Source: an optimization exercise on an open RTL-to-GDS flow (aim: small area and a short achievable clock period). Production flows keep margins and buffers that such runs may drop.
In this exercise RTL edits were held to simulation tests only and were not proved equivalent to the original.
Power and IR drop assume default switching activity.

File: design/flow/config.mk
export PLATFORM = sky130hd
export DESIGN_NAME = Multiplier
export DESIGN_NICKNAME = Multiplier
export VERILOG_FILES = /design/flow/design.v
export SDC_FILE = /design/flow/constraint.sdc
export NUM_CORES = 4
export LEC_CHECK = 0
export ABC_AREA = 1
export CAP_MARGIN = 20
export CORE_MARGIN = 2
export CORE_UTILIZATION = 40
export SETUP_SLACK_MARGIN = 3.0
export SLEW_MARGIN = 20
File: design/flow/constraint.sdc
create_clock -name core_clock -period 6.0 [get_ports {clk}]
set_input_delay 1.2000 -clock core_clock [delete_from_list [all_inputs] [get_ports {clk}]]
set_output_delay 1.2000 -clock core_clock [all_outputs]
set_load 0.01 [all_outputs]
File: design/flow/design.v
module Multiplier (
	input clk,
	input resetn,
	input [2:0] step,
	input [7:0] shift,
	input signed [7:0] A,
	input signed [7:0] B0,
	input signed [7:0] B1,
	input signed [7:0] B2,
	input signed [7:0] B3,
	input signed [7:0] B4,
	input signed [7:0] B5,
	input signed [7:0] B6,
	input signed [7:0] B7,
	output [7:0] Y0,
	output [7:0] Y1,
	output [7:0] Y2,
	output [7:0] Y3,
	output [7:0] Y4,
	output [7:0] Y5,
	output [7:0] Y6,
	output [7:0] Y7,
	output reg overflow
	);
	reg s_mul;    
	reg s_zp;     
	reg s_acc;    
	reg s_act;    
	reg s_clr;    
	always @(posedge clk) begin
		s_mul <= (step == 3'd1) | (step == 3'd4);
		s_zp  <= step[2] & (step[1] | step[0]);
		s_acc <= (step == 3'd2);
		s_act <= (step == 3'd3);
		s_clr <= step[2];
	end
	wire rst = ~resetn;
	wire clr = rst | s_clr;
	wire [8:0] ae = {A, 1'b0};
	wire [3:0] one, two, neg;
	genvar j;
	generate for (j = 0; j < 4; j = j + 1) begin : enc
		assign one[j] = ae[2*j+1] ^ ae[2*j];
		assign two[j] = (ae[2*j+2] & ~ae[2*j+1] & ~ae[2*j]) | (~ae[2*j+2] & ae[2*j+1] & ae[2*j]);
		assign neg[j] = ae[2*j+2] & ~(ae[2*j+1] & ae[2*j]);
	end endgenerate
	reg [3:0] p_neg;
	reg p_zero;
	always @(posedge clk) begin
		if (s_mul) p_neg <= neg;
		if (rst | s_zp) p_zero <= 1'b1;
		else if (s_mul) p_zero <= 1'b0;
	end
	wire add_en = s_acc & ~p_zero;
	wire [7:0] b_in [0:7];
	assign b_in[0] = B0; assign b_in[1] = B1; assign b_in[2] = B2; assign b_in[3] = B3;
	assign b_in[4] = B4; assign b_in[5] = B5; assign b_in[6] = B6; assign b_in[7] = B7;
	wire sh_big = |shift[7:5];
	wire [4:0] sh = shift[4:0];
	wire [26:7] m;
	genvar g, k;
	generate for (k = 7; k < 27; k = k + 1) begin : mk
		assign m[k] = ({1'b0, sh} <= k - 7);
	end endgenerate
	reg [6:0] y_r [0:7];
	reg f_r;
	wire [7:0] fl;
	generate for (g = 0; g < 8; g = g + 1) begin : lane
		wire [26:0] hn;
		reg [26:0] h;
		mul_rows mr (.b(b_in[g]), .one(one), .two(two), .neg(neg), .h(hn));
		always @(posedge clk) if (s_mul) h <= hn;
		reg [27:0] v;        
		reg [1:0] q;         
		wire [15:0] vn;
		wire [1:0] qn;
		acc_lo al (.v(v[15:0]), .h(h), .neg(p_neg), .vn(vn), .qn(qn));
		wire [11:0] ah = v[27:16];
		wire [11:0] hin;
		for (k = 0; k < 12; k = k + 1) begin : hadj
			if (k == 0) begin : b0
				assign hin[k] = ah[k] ^ q[0];
			end else begin : bk
				assign hin[k] = ah[k] ^ (q[0] & (q[1] ? ~(|ah[k-1:0]) : (&ah[k-1:0])));
			end
		end
		always @(posedge clk) begin
			if (clr) begin
				v <= 28'd0;
				q <= 2'd0;
			end else if (add_en) begin
				v <= {hin, vn};
				q <= qn;
			end
		end
		wire [27:0] acc = {hin, v[15:0]};
		wire [26:0] x0 = acc[26:0];
		wire [22:0] x1 = sh[4] ? {4'd0, x0[26:16]} : x0[22:0];
		wire [14:0] x2 = sh[3] ? x1[22:8] : x1[14:0];
		wire [10:0] x3 = sh[2] ? x2[14:4] : x2[10:0];
		wire [8:0] x4 = sh[1] ? x3[10:2] : x3[8:0];
		wire [6:0] x5 = sh[0] ? x4[7:1] : x4[6:0];
		wire sat = |(acc[26:7] & m);
		wire [6:0] ynew = (acc[27] | sh_big) ? 7'd0 : sat ? 7'h7f : x5;
		always @(posedge clk) begin
			if (rst) y_r[g] <= 7'd0;
			else if (s_act) y_r[g] <= ynew;
		end
		assign fl[g] = acc[26] ^ acc[27];
	end endgenerate
	always @(posedge clk) begin
		if (rst) begin
			f_r <= 1'b0;
			overflow <= 1'b0;
		end else begin
			if (s_acc) f_r <= |fl;
			overflow <= overflow | f_r;
		end
	end
	assign Y0 = {1'b0, y_r[0]};
	assign Y1 = {1'b0, y_r[1]};
	assign Y2 = {1'b0, y_r[2]};
	assign Y3 = {1'b0, y_r[3]};
	assign Y4 = {1'b0, y_r[4]};
	assign Y5 = {1'b0, y_r[5]};
	assign Y6 = {1'b0, y_r[6]};
	assign Y7 = {1'b0, y_r[7]};
endmodule
module mul_rows (
	input [7:0] b,
	input [3:0] one,
	input [3:0] two,
	input [3:0] neg,
	output [26:0] h
);
	wire [8:0] bx = {b[7], b};
	wire [8:0] bs = {b, 1'b0};
	wire [8:0] pp0 = (({9{one[0]}} & bx) | ({9{two[0]}} & bs)) ^ {9{neg[0]}};
	wire [8:0] pp1 = (({9{one[1]}} & bx) | ({9{two[1]}} & bs)) ^ {9{neg[1]}};
	wire [8:0] pp2 = (({9{one[2]}} & bx) | ({9{two[2]}} & bs)) ^ {9{neg[2]}};
	wire [8:0] pp3 = (({9{one[3]}} & bx) | ({9{two[3]}} & bs)) ^ {9{neg[3]}};
	wire m_1;
	wire m_2;
	wire m_3;
	wire m_4;
	wire m_5;
	wire m_6;
	wire m_7;
	wire m_8;
	wire m_9;
	wire m_10;
	wire m_11;
	wire m_12;
	wire m_13;
	wire m_14;
	wire m_15;
	wire m_16;
	wire m_17;
	wire m_18;
	wire m_19;
	wire m_20;
	wire m_21;
	wire m_22;
	wire m_23;
	wire m_24;
	wire m_25;
	wire m_26;
	wire m_27;
	wire m_28;
	assign m_1 = pp0[6] ^ pp1[4];
	assign m_2 = pp0[6] & pp1[4];
	assign m_3 = pp0[7] ^ pp1[5] ^ pp2[3];
	assign m_4 = (pp0[7] & pp1[5]) | (pp0[7] & pp2[3]) | (pp1[5] & pp2[3]);
	assign m_5 = ~pp0[8] ^ pp1[6] ^ pp2[4];
	assign m_6 = (~pp0[8] & pp1[6]) | (~pp0[8] & pp2[4]) | (pp1[6] & pp2[4]);
	assign m_7 = pp1[7] ^ pp2[5];
	assign m_8 = pp1[7] & pp2[5];
	assign m_9 = ~pp1[8] ^ pp2[6];
	assign m_10 = ~pp1[8] & pp2[6];
	assign m_11 = pp0[4] ^ pp1[2];
	assign m_12 = pp0[4] & pp1[2];
	assign m_13 = pp0[5] ^ pp1[3] ^ pp2[1];
	assign m_14 = (pp0[5] & pp1[3]) | (pp0[5] & pp2[1]) | (pp1[3] & pp2[1]);
	assign m_15 = pp2[2] ^ pp3[0] ^ m_1;
	assign m_16 = (pp2[2] & pp3[0]) | (pp2[2] & m_1) | (pp3[0] & m_1);
	assign m_17 = pp3[1] ^ m_3 ^ m_2;
	assign m_18 = (pp3[1] & m_3) | (pp3[1] & m_2) | (m_3 & m_2);
	assign m_19 = pp3[2] ^ m_5 ^ m_4;
	assign m_20 = (pp3[2] & m_5) | (pp3[2] & m_4) | (m_5 & m_4);
	assign m_21 = pp3[3] ^ m_7 ^ m_6;
	assign m_22 = (pp3[3] & m_7) | (pp3[3] & m_6) | (m_7 & m_6);
	assign m_23 = pp3[4] ^ m_9 ^ m_8;
	assign m_24 = (pp3[4] & m_9) | (pp3[4] & m_8) | (m_9 & m_8);
	assign m_25 = pp2[7] ^ pp3[5] ^ m_10;
	assign m_26 = (pp2[7] & pp3[5]) | (pp2[7] & m_10) | (pp3[5] & m_10);
	assign m_27 = ~pp2[8] ^ pp3[6];
	assign m_28 = ~pp2[8] & pp3[6];
	assign h[0] = pp0[0];    
	assign h[1] = pp0[1];    
	assign h[2] = pp0[2];    
	assign h[3] = pp1[0];    
	assign h[4] = pp0[3];    
	assign h[5] = pp1[1];    
	assign h[6] = pp2[0];    
	assign h[7] = m_11;    
	assign h[8] = m_13;    
	assign h[9] = m_12;    
	assign h[10] = m_15;    
	assign h[11] = m_14;    
	assign h[12] = m_17;    
	assign h[13] = m_16;    
	assign h[14] = m_19;    
	assign h[15] = m_18;    
	assign h[16] = m_21;    
	assign h[17] = m_20;    
	assign h[18] = m_23;    
	assign h[19] = m_22;    
	assign h[20] = m_25;    
	assign h[21] = m_24;    
	assign h[22] = m_27;    
	assign h[23] = m_26;    
	assign h[24] = pp3[7];    
	assign h[25] = m_28;    
	assign h[26] = ~pp3[8];    
endmodule
module acc_lo (
	input [15:0] v,
	input [26:0] h,
	input [3:0] neg,
	output [15:0] vn,
	output [1:0] qn
);
	wire t_1;
	wire t_2;
	wire t_3;
	wire t_4;
	wire t_5;
	wire t_6;
	wire t_7;
	wire t_8;
	wire t_9;
	wire t_10;
	wire t_11;
	wire t_12;
	wire t_13;
	wire t_14;
	wire t_15;
	wire t_16;
	wire t_17;
	wire t_18;
	wire t_19;
	wire t_20;
	wire t_21;
	wire t_22;
	wire t_23;
	wire t_24;
	wire t_25;
	wire t_26;
	wire t_27;
	wire t_28;
	wire t_29;
	wire t_30;
	wire t_31;
	wire t_32;
	wire t_33;
	wire t_34;
	wire t_35;
	wire t_36;
	wire t_37;
	wire t_38;
	wire t_39;
	wire t_40;
	wire t_41;
	wire t_42;
	wire t_43;
	wire t_44;
	wire t_45;
	wire t_46;
	wire t_47;
	wire t_48;
	wire t_49;
	wire t_50;
	wire t_51;
	wire t_52;
	wire t_53;
	wire t_54;
	wire t_55;
	wire t_56;
	assign t_1 = v[2] ^ h[2];
	assign t_2 = v[2] & h[2];
	assign t_3 = v[3] ^ h[4];
	assign t_4 = v[3] & h[4];
	assign t_5 = v[4] ^ h[6] ^ h[7];
	assign t_6 = (v[4] & h[6]) | (v[4] & h[7]) | (h[6] & h[7]);
	assign t_7 = v[5] ^ h[8];
	assign t_8 = v[5] & h[8];
	assign t_9 = v[6] ^ h[10] ^ h[11];
	assign t_10 = (v[6] & h[10]) | (v[6] & h[11]) | (h[10] & h[11]);
	assign t_11 = v[7] ^ h[12];
	assign t_12 = v[7] & h[12];
	assign t_13 = v[8] ^ h[14] ^ h[15];
	assign t_14 = (v[8] & h[14]) | (v[8] & h[15]) | (h[14] & h[15]);
	assign t_15 = v[9] ^ h[16] ^ h[17];
	assign t_16 = (v[9] & h[16]) | (v[9] & h[17]) | (h[16] & h[17]);
	assign t_17 = v[10] ^ h[18];
	assign t_18 = v[10] & h[18];
	assign t_19 = v[11] ^ h[20] ^ h[21];
	assign t_20 = (v[11] & h[20]) | (v[11] & h[21]) | (h[20] & h[21]);
	assign t_21 = v[12] ^ h[22];
	assign t_22 = v[12] & h[22];
	assign t_23 = v[13] ^ h[24] ^ h[25];
	assign t_24 = (v[13] & h[24]) | (v[13] & h[25]) | (h[24] & h[25]);
	assign t_25 = v[0] ^ h[0];
	assign t_26 = v[0] & h[0];
	assign t_27 = v[1] ^ h[1];
	assign t_28 = v[1] & h[1];
	assign t_29 = h[3] ^ neg[1] ^ t_1;
	assign t_30 = (h[3] & neg[1]) | (h[3] & t_1) | (neg[1] & t_1);
	assign t_31 = h[5] ^ t_3 ^ t_2;
	assign t_32 = (h[5] & t_3) | (h[5] & t_2) | (t_3 & t_2);
	assign t_33 = neg[2] ^ t_5 ^ t_4;
	assign t_34 = (neg[2] & t_5) | (neg[2] & t_4) | (t_5 & t_4);
	assign t_35 = h[9] ^ t_7 ^ t_6;
	assign t_36 = (h[9] & t_7) | (h[9] & t_6) | (t_7 & t_6);
	assign t_37 = neg[3] ^ t_9 ^ t_8;
	assign t_38 = (neg[3] & t_9) | (neg[3] & t_8) | (t_9 & t_8);
	assign t_39 = h[13] ^ t_11 ^ t_10;
	assign t_40 = (h[13] & t_11) | (h[13] & t_10) | (t_11 & t_10);
	assign t_41 = ~(t_13 ^ t_12);
	assign t_42 = t_13 | t_12;
	assign t_43 = ~(t_15 ^ t_14);
	assign t_44 = t_15 | t_14;
	assign t_45 = h[19] ^ t_17 ^ t_16;
	assign t_46 = (h[19] & t_17) | (h[19] & t_16) | (t_17 & t_16);
	assign t_47 = ~(t_19 ^ t_18);
	assign t_48 = t_19 | t_18;
	assign t_49 = h[23] ^ t_21 ^ t_20;
	assign t_50 = (h[23] & t_21) | (h[23] & t_20) | (t_21 & t_20);
	assign t_51 = ~(t_23 ^ t_22);
	assign t_52 = t_23 | t_22;
	assign t_53 = v[14] ^ h[26] ^ t_24;
	assign t_54 = (v[14] & h[26]) | (v[14] & t_24) | (h[26] & t_24);
	assign t_55 = ~v[15];
	assign t_56 = v[15];
	wire [17:0] ra = {1'b1, 1'b1, t_55, t_53, t_51, t_49, t_47, t_45, t_43, t_41, t_39, t_37, t_35, t_33, t_31, t_29, t_27, neg[0]};
	wire [17:0] rb = {1'b0, t_56, t_54, t_52, t_50, t_48, t_46, t_44, t_42, t_40, t_38, t_36, t_34, t_32, t_30, t_28, t_26, t_25};
	wire [17:0] u_p0 = ra ^ rb;
	wire [17:0] u_g0 = ra & rb;
	wire [17:0] u_pp0 = u_p0;
	wire [17:0] u_g1, u_pp1;
	assign u_g1[0] = u_g0[0];
	assign u_pp1[0] = u_pp0[0];
	assign u_g1[1] = u_g0[1] | (u_pp0[1] & u_g0[0]);
	assign u_pp1[1] = u_pp0[1] & u_pp0[0];
	assign u_g1[2] = u_g0[2] | (u_pp0[2] & u_g0[1]);
	assign u_pp1[2] = u_pp0[2] & u_pp0[1];
	assign u_g1[3] = u_g0[3] | (u_pp0[3] & u_g0[2]);
	assign u_pp1[3] = u_pp0[3] & u_pp0[2];
	assign u_g1[4] = u_g0[4] | (u_pp0[4] & u_g0[3]);
	assign u_pp1[4] = u_pp0[4] & u_pp0[3];
	assign u_g1[5] = u_g0[5] | (u_pp0[5] & u_g0[4]);
	assign u_pp1[5] = u_pp0[5] & u_pp0[4];
	assign u_g1[6] = u_g0[6] | (u_pp0[6] & u_g0[5]);
	assign u_pp1[6] = u_pp0[6] & u_pp0[5];
	assign u_g1[7] = u_g0[7] | (u_pp0[7] & u_g0[6]);
	assign u_pp1[7] = u_pp0[7] & u_pp0[6];
	assign u_g1[8] = u_g0[8] | (u_pp0[8] & u_g0[7]);
	assign u_pp1[8] = u_pp0[8] & u_pp0[7];
	assign u_g1[9] = u_g0[9] | (u_pp0[9] & u_g0[8]);
	assign u_pp1[9] = u_pp0[9] & u_pp0[8];
	assign u_g1[10] = u_g0[10] | (u_pp0[10] & u_g0[9]);
	assign u_pp1[10] = u_pp0[10] & u_pp0[9];
	assign u_g1[11] = u_g0[11] | (u_pp0[11] & u_g0[10]);
	assign u_pp1[11] = u_pp0[11] & u_pp0[10];
	assign u_g1[12] = u_g0[12] | (u_pp0[12] & u_g0[11]);
	assign u_pp1[12] = u_pp0[12] & u_pp0[11];
	assign u_g1[13] = u_g0[13] | (u_pp0[13] & u_g0[12]);
	assign u_pp1[13] = u_pp0[13] & u_pp0[12];
	assign u_g1[14] = u_g0[14] | (u_pp0[14] & u_g0[13]);
	assign u_pp1[14] = u_pp0[14] & u_pp0[13];
	assign u_g1[15] = u_g0[15] | (u_pp0[15] & u_g0[14]);
	assign u_pp1[15] = u_pp0[15] & u_pp0[14];
	assign u_g1[16] = u_g0[16] | (u_pp0[16] & u_g0[15]);
	assign u_pp1[16] = u_pp0[16] & u_pp0[15];
	assign u_g1[17] = u_g0[17] | (u_pp0[17] & u_g0[16]);
	assign u_pp1[17] = u_pp0[17] & u_pp0[16];
	wire [17:0] u_g2, u_pp2;
	assign u_g2[0] = u_g1[0];
	assign u_pp2[0] = u_pp1[0];
	assign u_g2[1] = u_g1[1];
	assign u_pp2[1] = u_pp1[1];
	assign u_g2[2] = u_g1[2] | (u_pp1[2] & u_g1[0]);
	assign u_pp2[2] = u_pp1[2] & u_pp1[0];
	assign u_g2[3] = u_g1[3] | (u_pp1[3] & u_g1[1]);
	assign u_pp2[3] = u_pp1[3] & u_pp1[1];
	assign u_g2[4] = u_g1[4] | (u_pp1[4] & u_g1[2]);
	assign u_pp2[4] = u_pp1[4] & u_pp1[2];
	assign u_g2[5] = u_g1[5] | (u_pp1[5] & u_g1[3]);
	assign u_pp2[5] = u_pp1[5] & u_pp1[3];
	assign u_g2[6] = u_g1[6] | (u_pp1[6] & u_g1[4]);
	assign u_pp2[6] = u_pp1[6] & u_pp1[4];
	assign u_g2[7] = u_g1[7] | (u_pp1[7] & u_g1[5]);
	assign u_pp2[7] = u_pp1[7] & u_pp1[5];
	assign u_g2[8] = u_g1[8] | (u_pp1[8] & u_g1[6]);
	assign u_pp2[8] = u_pp1[8] & u_pp1[6];
	assign u_g2[9] = u_g1[9] | (u_pp1[9] & u_g1[7]);
	assign u_pp2[9] = u_pp1[9] & u_pp1[7];
	assign u_g2[10] = u_g1[10] | (u_pp1[10] & u_g1[8]);
	assign u_pp2[10] = u_pp1[10] & u_pp1[8];
	assign u_g2[11] = u_g1[11] | (u_pp1[11] & u_g1[9]);
	assign u_pp2[11] = u_pp1[11] & u_pp1[9];
	assign u_g2[12] = u_g1[12] | (u_pp1[12] & u_g1[10]);
	assign u_pp2[12] = u_pp1[12] & u_pp1[10];
	assign u_g2[13] = u_g1[13] | (u_pp1[13] & u_g1[11]);
	assign u_pp2[13] = u_pp1[13] & u_pp1[11];
	assign u_g2[14] = u_g1[14] | (u_pp1[14] & u_g1[12]);
	assign u_pp2[14] = u_pp1[14] & u_pp1[12];
	assign u_g2[15] = u_g1[15] | (u_pp1[15] & u_g1[13]);
	assign u_pp2[15] = u_pp1[15] & u_pp1[13];
	assign u_g2[16] = u_g1[16] | (u_pp1[16] & u_g1[14]);
	assign u_pp2[16] = u_pp1[16] & u_pp1[14];
	assign u_g2[17] = u_g1[17] | (u_pp1[17] & u_g1[15]);
	assign u_pp2[17] = u_pp1[17] & u_pp1[15];
	wire [17:0] u_g3, u_pp3;
	assign u_g3[0] = u_g2[0];
	assign u_pp3[0] = u_pp2[0];
	assign u_g3[1] = u_g2[1];
	assign u_pp3[1] = u_pp2[1];
	assign u_g3[2] = u_g2[2];
	assign u_pp3[2] = u_pp2[2];
	assign u_g3[3] = u_g2[3];
	assign u_pp3[3] = u_pp2[3];
	assign u_g3[4] = u_g2[4] | (u_pp2[4] & u_g2[0]);
	assign u_pp3[4] = u_pp2[4] & u_pp2[0];
	assign u_g3[5] = u_g2[5] | (u_pp2[5] & u_g2[1]);
	assign u_pp3[5] = u_pp2[5] & u_pp2[1];
	assign u_g3[6] = u_g2[6] | (u_pp2[6] & u_g2[2]);
	assign u_pp3[6] = u_pp2[6] & u_pp2[2];
	assign u_g3[7] = u_g2[7] | (u_pp2[7] & u_g2[3]);
	assign u_pp3[7] = u_pp2[7] & u_pp2[3];
	assign u_g3[8] = u_g2[8] | (u_pp2[8] & u_g2[4]);
	assign u_pp3[8] = u_pp2[8] & u_pp2[4];
	assign u_g3[9] = u_g2[9] | (u_pp2[9] & u_g2[5]);
	assign u_pp3[9] = u_pp2[9] & u_pp2[5];
	assign u_g3[10] = u_g2[10] | (u_pp2[10] & u_g2[6]);
	assign u_pp3[10] = u_pp2[10] & u_pp2[6];
	assign u_g3[11] = u_g2[11] | (u_pp2[11] & u_g2[7]);
	assign u_pp3[11] = u_pp2[11] & u_pp2[7];
	assign u_g3[12] = u_g2[12] | (u_pp2[12] & u_g2[8]);
	assign u_pp3[12] = u_pp2[12] & u_pp2[8];
	assign u_g3[13] = u_g2[13] | (u_pp2[13] & u_g2[9]);
	assign u_pp3[13] = u_pp2[13] & u_pp2[9];
	assign u_g3[14] = u_g2[14] | (u_pp2[14] & u_g2[10]);
	assign u_pp3[14] = u_pp2[14] & u_pp2[10];
	assign u_g3[15] = u_g2[15] | (u_pp2[15] & u_g2[11]);
	assign u_pp3[15] = u_pp2[15] & u_pp2[11];
	assign u_g3[16] = u_g2[16] | (u_pp2[16] & u_g2[12]);
	assign u_pp3[16] = u_pp2[16] & u_pp2[12];
	assign u_g3[17] = u_g2[17] | (u_pp2[17] & u_g2[13]);
	assign u_pp3[17] = u_pp2[17] & u_pp2[13];
	wire [17:0] u_g4, u_pp4;
	assign u_g4[0] = u_g3[0];
	assign u_pp4[0] = u_pp3[0];
	assign u_g4[1] = u_g3[1];
	assign u_pp4[1] = u_pp3[1];
	assign u_g4[2] = u_g3[2];
	assign u_pp4[2] = u_pp3[2];
	assign u_g4[3] = u_g3[3];
	assign u_pp4[3] = u_pp3[3];
	assign u_g4[4] = u_g3[4];
	assign u_pp4[4] = u_pp3[4];
	assign u_g4[5] = u_g3[5];
	assign u_pp4[5] = u_pp3[5];
	assign u_g4[6] = u_g3[6];
	assign u_pp4[6] = u_pp3[6];
	assign u_g4[7] = u_g3[7];
	assign u_pp4[7] = u_pp3[7];
	assign u_g4[8] = u_g3[8] | (u_pp3[8] & u_g3[0]);
	assign u_pp4[8] = u_pp3[8] & u_pp3[0];
	assign u_g4[9] = u_g3[9] | (u_pp3[9] & u_g3[1]);
	assign u_pp4[9] = u_pp3[9] & u_pp3[1];
	assign u_g4[10] = u_g3[10] | (u_pp3[10] & u_g3[2]);
	assign u_pp4[10] = u_pp3[10] & u_pp3[2];
	assign u_g4[11] = u_g3[11] | (u_pp3[11] & u_g3[3]);
	assign u_pp4[11] = u_pp3[11] & u_pp3[3];
	assign u_g4[12] = u_g3[12] | (u_pp3[12] & u_g3[4]);
	assign u_pp4[12] = u_pp3[12] & u_pp3[4];
	assign u_g4[13] = u_g3[13] | (u_pp3[13] & u_g3[5]);
	assign u_pp4[13] = u_pp3[13] & u_pp3[5];
	assign u_g4[14] = u_g3[14] | (u_pp3[14] & u_g3[6]);
	assign u_pp4[14] = u_pp3[14] & u_pp3[6];
	assign u_g4[15] = u_g3[15] | (u_pp3[15] & u_g3[7]);
	assign u_pp4[15] = u_pp3[15] & u_pp3[7];
	assign u_g4[16] = u_g3[16] | (u_pp3[16] & u_g3[8]);
	assign u_pp4[16] = u_pp3[16] & u_pp3[8];
	assign u_g4[17] = u_g3[17] | (u_pp3[17] & u_g3[9]);
	assign u_pp4[17] = u_pp3[17] & u_pp3[9];
	wire [17:0] u_g5, u_pp5;
	assign u_g5[0] = u_g4[0];
	assign u_pp5[0] = u_pp4[0];
	assign u_g5[1] = u_g4[1];
	assign u_pp5[1] = u_pp4[1];
	assign u_g5[2] = u_g4[2];
	assign u_pp5[2] = u_pp4[2];
	assign u_g5[3] = u_g4[3];
	assign u_pp5[3] = u_pp4[3];
	assign u_g5[4] = u_g4[4];
	assign u_pp5[4] = u_pp4[4];
	assign u_g5[5] = u_g4[5];
	assign u_pp5[5] = u_pp4[5];
	assign u_g5[6] = u_g4[6];
	assign u_pp5[6] = u_pp4[6];
	assign u_g5[7] = u_g4[7];
	assign u_pp5[7] = u_pp4[7];
	assign u_g5[8] = u_g4[8];
	assign u_pp5[8] = u_pp4[8];
	assign u_g5[9] = u_g4[9];
	assign u_pp5[9] = u_pp4[9];
	assign u_g5[10] = u_g4[10];
	assign u_pp5[10] = u_pp4[10];
	assign u_g5[11] = u_g4[11];
	assign u_pp5[11] = u_pp4[11];
	assign u_g5[12] = u_g4[12];
	assign u_pp5[12] = u_pp4[12];
	assign u_g5[13] = u_g4[13];
	assign u_pp5[13] = u_pp4[13];
	assign u_g5[14] = u_g4[14];
	assign u_pp5[14] = u_pp4[14];
	assign u_g5[15] = u_g4[15];
	assign u_pp5[15] = u_pp4[15];
	assign u_g5[16] = u_g4[16] | (u_pp4[16] & u_g4[0]);
	assign u_pp5[16] = u_pp4[16] & u_pp4[0];
	assign u_g5[17] = u_g4[17] | (u_pp4[17] & u_g4[1]);
	assign u_pp5[17] = u_pp4[17] & u_pp4[1];
	wire [17:0] u = u_p0 ^ {u_g5[16:0], 1'b0};
	assign vn = u[15:0];
	assign qn = u[17:16];
endmodule
File: design/flow/run.sh
#!/bin/bash
# synth_recipe.tcl (not shown) runs the flow's synth.tcl, then flattens the netlist and writes it again
# the make line also repeats each setting of config.mk as NAME=value (left out here)
make -C /OpenROAD-flow-scripts/flow DESIGN_CONFIG=/design/flow/config.mk WORK_HOME=/design/flow/orfs CLKGATE_MAP_FILE= SYNTH_SCRIPT=/design/flow/synth_recipe.tcl finish
==> qor.yml, run 1 <==
status: "complete, no violations"
drcViolationCount: 0
fin_skew_ns: 0.0266
slowest_delay_ns: 0.50
critPathKind: "reg2reg"
tightestPinTransition_ns: 1.03
register_area_sq_um: 12700
clock_latency_ns: 0.64
reg2reg_slack_ns: 2.92
dp_hpwl_microns: 112000
die_w_microns: 334
hold_buffers: 0
synth-seq-area-share_pct: 29.2
synth_warnings: 3
gr-total-overflow: 0
start_kind: "register"
min_path_type: "reg2reg"
gp_congestion: 0.981
p_leak_nw: 24.0
synth_cell_types: 51
synth-edff-count: 220
track_usage_pct: 27.2
rsz0062_at_grt: "true"
port_buffers: 141
slowest_stage: "fa_1"
r2r_cells: 17
synth_area_sq_um: 43500
cp_cell_sequence: "ha_1 > inv_2 > fa_1 > inv_2 > ha_4 > a21oi_4 > nand2_2 > a21oi_2 > o21bai_2 > nand3_2 > nand2_2 > nand3_1 > nand4_1 > a21oi_2 > o21ai_0 > o211ai_1 > inv_1"
io_pins: 150
clkSlewWorstSetupHoldPaths_ns: 0.06
row_count: 120
drt_iter0_markers: 4173
crit_required_ns: 6.54
cts_buffers: 69
swShare_pct: 38.2
root_buffer: "clkbuf_16"
async_flop_share_pct: 0
finalMaxSlewViolations: 0
timing.final.crit_share_pct: 51.3
max-cap-violations: 0
fin_tns_setup_ns: 0
firstDrtPassIters: 9
ant_nets: 0
diodes: 0
drt_wl_total_microns: 160000
antenna_found_initial: 0
p_int_mw: 9.82
via_count: 40933
setup-violations-final: 0
dieHeight_microns: 334
pwr-share-comb_pct: 44.1
core_area_sq_um: 108000
synthCells: 5832
grt_pass1_vias: 36597
avgRoutedWirePerCell_microns: 21.5
power.net_switching_mw: 6.08
routed_via_density: 5.50
post_route_cells_drive_above_1_share_pct: 12.2
fin_nets: 6545
whs_path_depth: 2
initial_core_util_pct: 40.5
slew_headroom_pct: 31.2
path_max_fanout: 4
area_delta_synth_final_pct: 20.4
grt_pass1_wl_microns: 233000
fmaxAchievable_ghz: 0.325
dp_slack_ns: 0.841
crit_arrival_ns: 3.61
power_density_nw_per_um2: 304
p_seq_share_pct: 27.7
end_kind: "register"
grt_max_degree: 164
clock_sinks: 524
clock_path_buffers: 3
synthFlopType: "dfxtp_1"
layout_min_cycle_time_ns: 3.08
peakVddDrop_mv: 0.218
final_cell_area_sq_um: 52400
avgSynthCellArea_sq_um: 7.46
die_area_sq_um: 111000
ys_seq_elements: 524
fill_cells: 10539
dpl_cell_area_sq_um: 46400
hold_viol: 0
pwr-share-clk_pct: 28.2
cts_tree: "built"
multi_input_area_sq_um: 28500
setup_ws_ns: 2.92
h-tree-depth: 3
==> worst paths after layout <==
check                  endpoint         start
hold reg to reg          p_zero          s_zp
hold / removal           p_zero          s_zp
setup / recovery  lane[4].v[15]  lane[4].h[2]
setup reg to reg  lane[4].v[15]  lane[4].h[2]
==> synth_stat cells (all sizes together) (5+ instances only) <==
cell	instances	area, sq um
nand2	1245	4680
inv	858	3220
nand3	429	2150
a21oi	420	2120
o21ai	391	1960
xor2	360	3150
nor2	309	1230
dfxtp	304	6090
ha	283	3540
o22ai	248	1550
edfxtp	220	6610
fa	200	4000
clkbuf	182	683
buf	94	428
nand4	79	494
xnor2	62	543
o211ai	22	165
and2	16	100
nor3	14	70.1
a21boi	11	82.6
a22oi	9	67.6
o21bai	9	67.6
o2111ai	7	61.3
a21o	6	45.0
a221oi	6	52.6
a31oi	6	37.5
nand3b	6	45.0
o21a	6	45.0
clkinv	5	18.8
o31ai	5	37.5
==> registers in the layout, indices dropped and copies added, names as in the netlist <==
signal / cells
p_neg: 4
p_zero: 1
y_r: 56
lane.h: 216
lane.q: 16
lane.v: 224
s_act: 1
overflow: 1
s_zp: 1
f_r: 1
s_mul: 1
s_clr: 1
s_acc: 1
==> worst max-delay path: cells and delay by family (launching register included) <==
kind | cells | cell delay (ns)
adder cells (fa/ha/maj) | 3 | 1.05
AO/OA/AOI/OAI | 6 | 0.76
AND/OR/NAND/NOR | 5 | 0.61
flip-flops | 1 | 0.41
buffers and inverters | 3 | 0.14
==> cells by family after synthesis <==
group,count (synthesis),share of synthesized area (%)
AO/OA/AOI/OAI,1156,14.7
XOR/XNOR,422,8.50
adder cells (fa/ha/maj),483,17.3
buffers and inverters,1139,10.0
flip-flops,524,29.2
other,1,0.00862
AND/OR/NAND/NOR,2107,20.3
==> power groups by stage <==
stage          Sequential, mW  Combinational (mW)  Clock (mW)
2_1_floorplan            4.34                3.95           0
3_3_place_gp             4.48                5.14           0
3_5_place_dp             4.48                5.25           0
4_1_cts                  4.40                5.87        4.55
5_1_grt                  4.42                7.69        4.68
6_report                 4.41                7.01        4.48
==> cells in the final DEF (no fill, tap or decap), drive strengths merged, types with 29 or more instances in the layout <==
| master | n |
|---|---|
| inv | 860 |
| a21oi | 420 |
| fa | 200 |
| nor2 | 310 |
| o22ai | 248 |
| nand2 | 1245 |
| xor2 | 360 |
| clkbuf | 95 |
| dfxtp | 304 |
| buf | 198 |
| edfxtp | 220 |
| nand4 | 79 |
| ha | 283 |
| o21ai | 391 |
| clkdlybuf4s50 | 129 |
| nand3 | 429 |
| clkinv | 29 |
| xnor2 | 62 |
==> per-stage QoR <==
step	power (mW)	instances	utilization, %	hold WS, ns
after floorplan	8.30	5839	-	0.399
after global placement	9.63	7161	43.2	0.421
after detailed placement	9.74	7161	43.2	0.425
after CTS	14.8	7359	46.9	0.447
after global routing	16.8	7436	48.7	0.463
final	15.9	7436	48.7	0.436
==> area by class of cell <==
type | count | area share (%)
inverters | 863 | 6.43
well taps | 1403 | 3.35
repair buffers | 337 | 6.85
repair inverters | 5 | 0.112
multi-input cells | 4177 | 54.3
flip-flops and latches | 524 | 24.3
clock inverters | 37 | 0.855
clock buffers | 90 | 3.76
==> what timing repair did <==
item                                    4_1_cts  5_1_grt
gates resized for setup                     220      317
pin swaps                                    47      139
setup buffers                                60       70
endpoints found under the setup margin      365      246
cloned                                       11        7
==> layer usage <==
metal,up-vias,GRT usage [%],part of all wire [%]
met3,276,4.41,9.3
li1,19479,-,-
met5,-,0,0
met2,2007,38.8,41
met4,0,8.18,3.3
met1,19171,41.5,46
==> run 2, diff against run 1 <==
--- a/design/flow/config.mk
+++ b/design/flow/config.mk
@@ -11,3 +11,3 @@
 export CORE_UTILIZATION = 40
-export SETUP_SLACK_MARGIN = 3.0
+export SETUP_SLACK_MARGIN = 2.8
 export SLEW_MARGIN = 20
==> qor.yml, run 2 <==
final_common_cell: "nand2_1"
timing.final.crit_share_pct: 52.4
synth_xor_area_share_pct: 8.50
async_flop_share_pct: 0
synth-seq-area-share_pct: 29.2
status: "complete, no violations"
dieHeight_microns: 334
synth_top_area_share_pct: 15.2
pwr-share-comb_pct: 40.5
slew_headroom_pct: 31.1
h-tree-depth: 2
clock_latency_ns: 0.67
synth_top_family_by_area: "simple AND/OR/NAND/NOR gates"
power_density_nw_per_um2: 293
synthAdderAreaFrac_pct: 17.3
dp_hpwl_microns: 113000
core_area_sq_um: 108000
drt_iter0_markers: 4586
clock_path_buffers: 3
clock_sinks: 524
gp_congestion: 1.01
setup-violations-final: 0
final_core_util_pct: 46.6
p_seq_share_pct: 30.0
min_path_type: "reg2reg"
peakVddDrop_mv: 0.220
die_area_sq_um: 111000
grt_pass1_wl_microns: 232000
synth_compound_area_share_pct: 14.7
regMostFlops: "lane.v"
rsz0062_at_grt: "true"
gr-total-overflow: 0
p_int_mw: 9.17
largest_reg_flops: 224
synthMuxAreaShare_pct: 0
row_count: 120
power.net_switching_mw: 5.52
cts_tree: "built"
synthFlopType: "dfxtp_1"
start_kind: "register"
fmaxAchievable_ghz: 0.318
synth_most_common_cell: "nand2_1"
critPathKind: "reg2reg"
hold_buffers: 0
grt_pass1_vias: 36345
synth_area_leader_cell: "edfxtp_1"
hold_viol: 0
synth_area_sq_um: 43500
synthCells: 5832
clkSlewWorstSetupHoldPaths_ns: 0.06
fin_nets: 6457
track_usage_pct: 27.0
fin_tns_setup_ns: 0
firstDrtPassIters: 6
synth.area.top_cells: "edfxtp_1 (15%), dfxtp_1 (14%), nand2_1 (11%)"
synth-edff-count: 220
synth_warnings: 3
synth_cell_types: 51
initial_core_util_pct: 40.5
routed_via_density: 5.45
fill_cells: 10715
avgSynthCellArea_sq_um: 7.46
die_w_microns: 334
ys_seq_elements: 524
end_kind: "register"
crit_required_ns: 6.55
layout_min_cycle_time_ns: 3.14
drcViolationCount: 0
reg.largest.list: "lane.v: 224 flops, lane.h: 216 flops, y_r: 56 flops"
diodes: 0
ant_nets: 0
tightestPinTransition_ns: 1.03
io_pins: 150
post_route_cells_drive_above_1_share_pct: 7.74
area_delta_synth_final_pct: 15.2
finalMaxSlewViolations: 0
max-cap-violations: 0
root_buffer: "clkbuf_16"
fin_skew_ns: 0.0215
avgRoutedWirePerCell_microns: 21.0
p_leak_nw: 23.3
swShare_pct: 37.6
port_buffers: 141
final_cell_mix: "nand2_1 (1232), inv_1 (828), nand3_1 (426), a21oi_1 (397), xor2_1 (356)"
grt_max_degree: 147
yosys.area_share.simple_pct: 20.3
crit_arrival_ns: 3.69
drt_wl_total_microns: 154000
antenna_found_initial: 0
pwr-share-clk_pct: 29.5
ys_top_cells_by_count: "nand2_1 (1243), inv_1 (840), nand3_1 (428)"
path_max_fanout: 4
cts_buffers: 61
via_count: 40016
==> run 2: cell counts after synthesis <==
No cell type changed its count.
==> run 2: metrics by stage <==
step	hold slack (ns)	setup slack (ns)	area, sq um	power (mW)	std cells
after floorplan	0.399	2.56	44000	8.27	5839
after detailed placement	0.414	1.55	46400	9.71	7167
after global placement	0.421	1.56	46400	9.62	7167
after global routing	0.481	2.66	50100	15.6	7345
after CTS	0.450	2.80	49500	14.3	7323
final	0.445	2.86	50100	14.7	7345
==> run 2: final cells by class <==
type                    count  area (sq um)  area share, %
multi-input cells        4177         27400           54.6
flip-flops and latches    524         12700           25.4
inverters                 863          3340           6.66
repair buffers            261          2640           5.27
well taps                1403          1760           3.50
clock buffers              79          1670           3.32
clock inverters            37           623           1.24
repair inverters            1          8.76         0.0175
==> run 2: critical path, cell delays in order (launching register included) <==
cell and delay [ns]:
dfxtp_1 0.50, ha_1 0.31, fa_1 0.44, ha_1 0.38
nand2_1 0.09, nor2_2 0.11, nor2_1 0.09, o21ai_2 0.20
a31oi_2 0.14, o21ai_2 0.30, a21oi_2 0.10, xor2_1 0.16
o21ai_0 0.15, inv_1 0.06
==> run 2: worst paths after layout <==
path / from / end / slack [ns] / cells past startpoint
hold reg to reg: s_zp / p_zero / 0.45 / 2
setup / recovery: lane[4].v[3] / lane[4].v[14] / 2.86 / 13
setup reg to reg: lane[4].v[3] / lane[4].v[14] / 2.86 / 13
hold / removal: s_zp / p_zero / 0.45 / 2
==> run 2: per-layer routing <==
layer | global-route usage, % | wire, microns | up-vias
li1 | - | - | 19268
met1 | 41.7 | 74500 | 18739
met2 | 38.2 | 62100 | 1760
met3 | 4.48 | 12900 | 249
met4 | 7.77 | 4910 | 0
met5 | 0 | 0 | -
==> run 2: cells by family after synthesis <==
group | count (synthesis)
buffers and inverters | 1139
xor gates and xnor gates | 422
and+or+nand+nor | 2107
adders and majority gates | 483
AOI/OAI and AO/OA | 1156
other | 1
DFF | 524
==> run 2: timing repair <==
item | in CTS | in global routing
gates resized for setup | 120 | 133
endpoints found under the setup margin | 248 | 180
buffers inserted | 34 | 22
cloned | 6 | 0
pin swaps | 17 | 42
==> run 2: power groups by stage <==
stage	Sequential, mW	Clock [mW]	Combinational, mW
after detailed placement	4.48	0	5.23
after global placement	4.48	0	5.13
after global routing	4.42	4.52	6.67
final	4.41	4.33	5.96
after CTS	4.40	4.39	5.51
after floorplan	4.34	0	3.93
==> run 3, diff against run 2 <==
--- a/design/flow/config.mk
+++ b/design/flow/config.mk
@@ -11,3 +11,3 @@
 export CORE_UTILIZATION = 40
-export SETUP_SLACK_MARGIN = 2.8
+export SETUP_SLACK_MARGIN = 2.9
 export SLEW_MARGIN = 20
==> qor.yml, run 3 <==
status: "complete, no violations"
worst-path-buf-inv: 1
hold_viol: 0
synthFlopType: "dfxtp_1"
pwr-share-clk_pct: 27.6
power_density_nw_per_um2: 294
antenna_found_initial: 1
drt_iter0_markers: 4707
final_cells: 7399
fmaxAchievable_ghz: 0.328
clock_sinks: 524
gp_congestion: 0.999
ant_nets: 0
setup-violations-final: 0
synth_area_sq_um: 43500
synth_cell_types: 51
p_seq_share_pct: 29.4
swShare_pct: 38.5
fin_tns_setup_ns: 0
grt_pass1_wl_microns: 234000
clock_latency_ns: 0.65
pwr-share-comb_pct: 43.0
dp_slack_ns: 1.25
regMostFlops: "lane.v"
path_max_fanout: 5
slowest_stage: "fa_2"
cts_buffers: 66
drt_wl_total_microns: 158000
max-cap-violations: 0
final_common_cell: "nand2_1"
synth_top_area_share_pct: 15.2
h-tree-depth: 3
final_cell_mix: "nand2_1 (1223), inv_1 (825), nand3_1 (423), a21oi_1 (389), xor2_1 (351)"
async_flop_share_pct: 0
cp_num_cells: 12
dp_hpwl_microns: 113000
die_area_sq_um: 111000
port_buffers: 141
synth-edff-count: 220
synth.area.top_cells: "edfxtp_1 (15%), dfxtp_1 (14%), nand2_1 (11%)"
setup_ws_ns: 2.95
dpl.cell_count: 7161
p_int_mw: 9.22
start_kind: "register"
initial_core_util_pct: 40.5
p_leak_nw: 23.7
synthCells: 5832
avgSynthCellArea_sq_um: 7.46
row_count: 120
die_w_microns: 334
synth_most_common_cell: "nand2_1"
ys_seq_elements: 524
r2r_cells: 12
crit_required_ns: 6.51
post_route_cells_drive_above_1_share_pct: 9.79
diodes: 0
slowest_delay_ns: 0.55
grt_pass1_vias: 36577
end_kind: "register"
track_usage_pct: 27.4
root_buffer: "clkbuf_16"
cts_tree: "built"
synth_warnings: 3
dieHeight_microns: 334
gr-total-overflow: 0
tightestPinTransition_ns: 1.12
clock_path_buffers: 3
routed_via_density: 5.54
synth_area_leader_cell: "edfxtp_1"
firstDrtPassIters: 8
cp_cell_sequence: "fa_2 > fa_1 > ha_4 > nand2_1 > o21a_1 > o21ai_4 > a31oi_4 > o21ai_2 > a21oi_1 > xor2_1 > o21ai_0 > inv_1"
rsz0062_at_grt: "true"
slew_headroom_pct: 24.9
timing.final.crit_share_pct: 50.9
hold_buffers: 0
fin_skew_ns: 0.0321
largest_reg_flops: 224
peakVddDrop_mv: 0.190
via_count: 40967
layout_min_cycle_time_ns: 3.05
crit_arrival_ns: 3.56
grt_max_degree: 146
clkSlewWorstSetupHoldPaths_ns: 0.06
reg.largest.list: "lane.v: 224 flops, lane.h: 216 flops, y_r: 56 flops"
core_area_sq_um: 108000
min_path_type: "reg2reg"
avgRoutedWirePerCell_microns: 21.4
finalMaxSlewViolations: 0
area_delta_synth_final_pct: 17.5
drcViolationCount: 0
ys_top_cells_by_count: "nand2_1 (1243), inv_1 (840), nand3_1 (428)"
critPathKind: "reg2reg"
whs_path_depth: 2
io_pins: 150
crit_family: "adder cells"
fin_nets: 6512
synth-seq-area-share_pct: 29.2
power.net_switching_mw: 5.78
-- run 3: path summary, 6_finish.rpt --
check / start / endpoint / slack [ns]
max: lane[7].h[10] / lane[7].q[0] / 2.95
min: s_zp / p_zero / 0.43
max reg2reg: lane[7].h[10] / lane[7].q[0] / 2.95
min reg2reg: s_zp / p_zero / 0.43
-- run 3: repair_timing --
| action | in CTS | in global routing |
|---|---|---|
| setup endpoints to repair | 328 | 227 |
| gates resized for setup | 170 | 196 |
| setup buffers | 43 | 59 |
| gates cloned | 12 | 4 |
| pin swaps | 23 | 94 |
-- run 3: worst register-to-register path: stages (launching register included) --
cell and delay (ns):
edfxtp_1 0.40, fa_2 0.55, fa_1 0.45, ha_4 0.32, nand2_1 0.07, o21a_1 0.22
o21ai_4 0.09, a31oi_4 0.13, o21ai_2 0.20, a21oi_1 0.12, xor2_1 0.18, o21ai_0 0.16
inv_1 0.05
-- run 3: per-stage QoR --
step / hold WS (ns) / power, mW / utilization [%] / area, sq um
floorplan: 0.399 / 8.28 / - / 44000
global placement: 0.426 / 9.62 / 43.2 / 46400
detailed placement: 0.416 / 9.74 / 43.2 / 46400
CTS: 0.438 / 14.3 / 46.3 / 49700
global route: 0.444 / 15.9 / 47.5 / 51100
finish: 0.435 / 15.0 / 47.5 / 51100
-- run 3: power by group through the flow --
stage / Clock [mW] / Combinational [mW] / Sequential (mW)
6_report: 4.15 / 6.46 / 4.41
5_1_grt: 4.33 / 7.18 / 4.42
4_1_cts: 4.20 / 5.69 / 4.40
3_5_place_dp: 0 / 5.26 / 4.48
3_3_place_gp: 0 / 5.14 / 4.48
2_1_floorplan: 0 / 3.93 / 4.34
-- run 3: layer usage --
metal	GRT usage [%]	share of wire, %	vias up
li1	-	-	19401
met1	41.8	46	19250
met2	38.6	41	2014
met3	4.35	9.2	302
met4	9.31	3.6	0
met5	0	0	-
-- run 3: layout make-up --
class / instances / area [sq um]
timing repair buffer: 309 / 3280
multi-input combinational: 4178 / 27800
sequential: 524 / 12700
tap: 1403 / 1760
clock inverter: 33 / 340
fill: 10555 / 56400
clock buffer: 87 / 1850
timing repair inverter: 2 / 20.0
inverter: 863 / 3350
-- run 3: cells by family (layout without fill, tap and decap cells) --
group                    count (synthesis)  in the layout  synth area share, %
flip-flops                             524            524                 29.2
buffers and inverters                 1139           1294                 10.0
other                                    1              8              0.00862
AO/OA/AOI/OAI                         1156           1157                 14.7
adder cells (fa/ha/maj)                483            483                 17.3
XOR/XNOR                               422            422                 8.50
AND/OR/NAND/NOR                       2107           2108                 20.3

-- what the ideal ports hide --
No port has a modelled driver above. Below, the same layouts with a new extraction and two added sets of constraints.
Step 1 assumes that a clkbuf_16 drives the clock port and a buf_2 every other input.
Step 2 times the ports against the registers' clock, not the clock port: input delays grow and output delays shrink by t, the midpoint of the rising clock arrivals with the driver on.
a / b / c = no drivers / after step 1 / after step 2; a / b = the first two.
run | shift t [ns] | slack for setup (ns) | hold slack, ns | latest minus earliest clock arrival (ns)
run 1 | 0.701 | 2.921 / 2.921 / 2.334 | 0.436 / 0.436 / 0.436 | 0.037 / 0.038
run 2 | 0.726 | 2.858 / 2.858 / 2.160 | 0.445 / 0.445 / 0.445 | 0.021 / 0.022
run 3 | 0.707 | 2.949 / 2.949 / 2.298 | 0.435 / 0.435 / 0.435 | 0.045 / 0.044
After both steps every run listed still meets setup and hold. The setup slack of run 2, which loses most, moves by 0.000 ns with the drivers and by -0.698 ns with both steps.
